What follows belongs to an exercise in optimizing a design on an open flow for small area and a short achievable clock period; a production flow would make more cautious choices.
Where RTL was checked, it was by simulation tests only, not by an equivalence proof against the original.
Power and IR drop assume default switching activity.

Design lab4, start of the top module:
module lab4(Dout, Din, clk, reset);
output  [17:0]  Dout;
input   [7:0]   Din;
input           clk, reset;
reg [7:0] r0, r1, r2, r3, r4, r5, r6, r7, r8, r9, r10;
reg [16:0] s;
wire nrst;
invm u_nrst (.a(reset), .y(nrst));
wire [7:0] nDin;
invm u_nd0 (.a(Din[0]), .y(nDin[0]));
invm u_nd1 (.a(Din[1]), .y(nDin[1]));
invm u_nd2 (.a(Din[2]), .y(nDin[2]));
invm u_nd3 (.a(Din[3]), .y(nDin[3]));
invm u_nd4 (.a(Din[4]), .y(nDin[4]));
invm u_nd5 (.a(Din[5]), .y(nDin[5]));
invm u_nd6 (.a(Din[6]), .y(nDin[6]));
invm u_nd7 (.a(Din[7]), .y(nDin[7]));
wire pas1, pac2;
ha upas1 (.a(r1[0]), .b(r7[0]), .s(pas1), .co(pac2));
wire pas3, pac4;
fa upas3 (.a(r1[1]), .b(r7[1]), .c(pac2), .s(pas3), .co(pac4));
wire pas5, pac6;
fa upas5 (.a(r1[2]), .b(r7[2]), .c(pac4), .s(pas5), .co(pac6));
wire pas7, pac8;
fa upas7 (.a(r1[3]), .b(r7[3]), .c(pac6), .s(pas7), .co(pac8));
wire pas9, pac10;
fa upas9 (.a(r1[4]), .b(r7[4]), .c(pac8), .s(pas9), .co(pac10));
wire pas11, pac12;
fa upas11 (.a(r1[5]), .b(r7[5]), .c(pac10), .s(pas11), .co(pac12));
wire pas13, pac14;
fa upas13 (.a(r1[6]), .b(r7[6]), .c(pac12), .s(pas13), .co(pac14));
wire pas15, pac16;
fa upas15 (.a(r1[7]), .b(r7[7]), .c(pac14), .s(pas15), .co(pac16));
wire pbs17, pbc18;
xnor2m upbs17 (.a(r2[0]), .b(r6[0]), .y(pbs17));
or2m upbc18 (.a(r2[0]), .b(r6[0]), .y(pbc18));
wire pbs19, pbc20;
fa upbs19 (.a(r2[1]), .b(r6[1]), .c(pbc18), .s(pbs19), .co(pbc20));
wire pbs21, pbc22;
fa upbs21 (.a(r2[2]), .b(r6[2]), .c(pbc20), .s(pbs21), .co(pbc22));
wire pbs23, pbc24;
fa upbs23 (.a(r2[3]), .b(r6[3]), .c(pbc22), .s(pbs23), .co(pbc24));
wire pbs25, pbc26;
fa upbs25 (.a(r2[4]), .b(r6[4]), .c(pbc24), .s(pbs25), .co(pbc26));
  ...
Size: about 550 cells after synthesis, about 7000 um^2 of cells after synthesis.
export LEC_CHECK = 0
export CAP_MARGIN = 20
export CORE_MARGIN = 2
export CORE_UTILIZATION = 40
export CTS_BUF_LIST = sky130_fd_sc_hd__clkbuf_8
export SLEW_MARGIN = 20
export SYNTH_HIERARCHICAL = 1
export SYNTH_MINIMUM_KEEP_SIZE = 0
create_clock -name core_clock -period 13.0 [get_ports {clk}]
standard.sh (not shown) runs the stock make flow with config.mk's settings and CLKGATE_MAP_FILE= SYNTH_SCRIPT=/design/flow/synth_recipe.tcl, a recipe that flattens the netlist after the stock synthesis.
==> flow/flow/run.sh <==
#!/bin/bash
# The standard layout (standard.sh) with these changes to its settings:
#  - the port buffers are plain buffers (BUF) instead of the delay-cell
#    footprint-mates that buffer_ports picks by default;
#  - repair_timing aims for a setup slack margin of MARGIN ns;
#  - clock tree synthesis inserts no dummy loads.
# Everything else (synthesis, floorplan, power grid, placement, routing) is
# the standard flow's.  The make output goes to standard.log; ORFS keeps each
# step's log under orfs/logs.
set -euo pipefail
MARGIN=5
BUF=sky130_fd_sc_hd__buf_2
export BUFFER_PORTS_ARGS="-buffer_cell $BUF"
export CTS_ARGS="-sink_clustering_enable -repair_clock_nets -buf_list sky130_fd_sc_hd__clkbuf_8 -dont_use_dummy_load"
sed -e "s/\"\${@:-finish}\"/SETUP_SLACK_MARGIN=$MARGIN \"\${@:-finish}\"/" standard.sh > standard_margin.sh
grep -q "SETUP_SLACK_MARGIN=$MARGIN" standard_margin.sh
bash standard_margin.sh > standard.log 2>&1
The starting point completed without violations.
Next try:
--- a/flow/design.v
+++ b/flow/design.v
@@ -1,25 +1,16 @@
 module lab4(Dout, Din, clk, reset);
 output  [17:0]  Dout;
 input   [7:0]   Din;
 input           clk, reset;
 reg [7:0] r0, r1, r2, r3, r4, r5, r6, r7, r8, r9, r10;
 reg [16:0] s;
 wire nrst;
 invm u_nrst (.a(reset), .y(nrst));
-wire [7:0] nDin;
-invm u_nd0 (.a(Din[0]), .y(nDin[0]));
-invm u_nd1 (.a(Din[1]), .y(nDin[1]));
-invm u_nd2 (.a(Din[2]), .y(nDin[2]));
-invm u_nd3 (.a(Din[3]), .y(nDin[3]));
-invm u_nd4 (.a(Din[4]), .y(nDin[4]));
-invm u_nd5 (.a(Din[5]), .y(nDin[5]));
-invm u_nd6 (.a(Din[6]), .y(nDin[6]));
-invm u_nd7 (.a(Din[7]), .y(nDin[7]));
 wire pas1, pac2;
 ha upas1 (.a(r1[0]), .b(r7[0]), .s(pas1), .co(pac2));
 wire pas3, pac4;
 fa upas3 (.a(r1[1]), .b(r7[1]), .c(pac2), .s(pas3), .co(pac4));
 wire pas5, pac6;
 fa upas5 (.a(r1[2]), .b(r7[2]), .c(pac4), .s(pas5), .co(pac6));
 wire pas7, pac8;
 fa upas7 (.a(r1[3]), .b(r7[3]), .c(pac6), .s(pas7), .co(pac8));
@@ -427,17 +418,17 @@
 wire m400 = b3as393 ^ (k386 & p399);
 wire [16:0] s_next = {m400, m398, m396, m395, m384, m382, m381, m372, m370, m369, tls361, tls359, tls357, tls355, tls353, tls351, tls349};
 always @(posedge clk) begin
     if (!reset) begin
         s  <= 17'd130817;
     end else begin
         s  <= s_next;
     end
-    r0 <= ~(nDin | {8{nrst}});
+    r0 <= Din & {8{reset}};
     r1 <= ~(r0 & {8{reset}});
     r2 <= ~(r1 | {8{nrst}});
     r3 <= ~(r2 & {8{reset}});
     r4 <= ~(r3 | {8{nrst}});
     r5 <= ~(r4 & {8{reset}});
     r6 <= ~(r5 | {8{nrst}});
     r7 <= ~(r6 & {8{reset}});
     r8 <= ~(r7 | {8{nrst}});
@@ -523,17 +514,18 @@
 wire G3_9 = G0_9 | (P0_9 & G2_7);
 wire P3_9 = P0_9 & P2_7;
 wire G3_10 = G1_10 | (P1_10 & G2_7);
 wire P3_10 = P1_10 & P2_7;
 wire [10:0] lo_s = {pp10 ^ G3_9, pp9 ^ G3_8, pp8 ^ G2_7, pp7 ^ G2_6, pp6 ^ G2_5, pp5 ^ G2_4, pp4 ^ G1_3, pp3 ^ G1_2, pp2 ^ G0_1, pp1 ^ gg0, pp0};
 wire lo_c = G3_10 | oc416;
 wire [11:0] lo = {lo_c, lo_s};
 wire [5:0] ones = {&s[15:11], &s[14:11], &s[13:11], &s[12:11], s[11], 1'b1};
-assign Dout = {1'b0, s[16:11] ^ (ones & {6{lo[11]}}), lo[10:0]};
+wire [5:0] hinc = s[16:11] ^ ones;
+assign Dout = {1'b0, lo[11] ? hinc : s[16:11], lo[10:0]};
 endmodule
 module fa(a, b, c, s, co);
 input a, b, c;
 output s, co;
 assign s = a ^ b ^ c;
 assign co = (a & b) | (c & (a ^ b));
 endmodule
 module xnor2m(a, b, y);
Final cell count shrinks by 1.5%. Critical path depth is higher by 2. Total power grows by 0.32%. Fmax drops by about 1.4%. Area after synthesis climbs by 0.50%.
For the second run of this note, only the layout was checked, not whether the RTL still works.

-- what the ideal ports hide --
The results above use ideal ports. As a check the final layouts listed here were re-extracted and re-timed, cells and wires unchanged. Step 1 assumes that a clkbuf_16 drives the clock port and a buf_2 every other input. Step 2 also shifts input and output timing later by t, the mid clock arrival at the registers, as if the neighbouring blocks saw the same clock. a / b / c = no drivers / after step 1 / after step 2; a / b = the first two.
run	t (ns)	setup WS [ns]	worst slew at a driven data input, ns
the first run	0.415	5.592 / 5.572 / 5.572	0.03
the second run	0.405	5.490 / 5.468 / 5.468	0.03
After both steps every run listed still meets setup and hold. For the second run, which loses most, drivers alone change the setup slack by -0.022 ns; drivers and shift together by -0.022 ns.
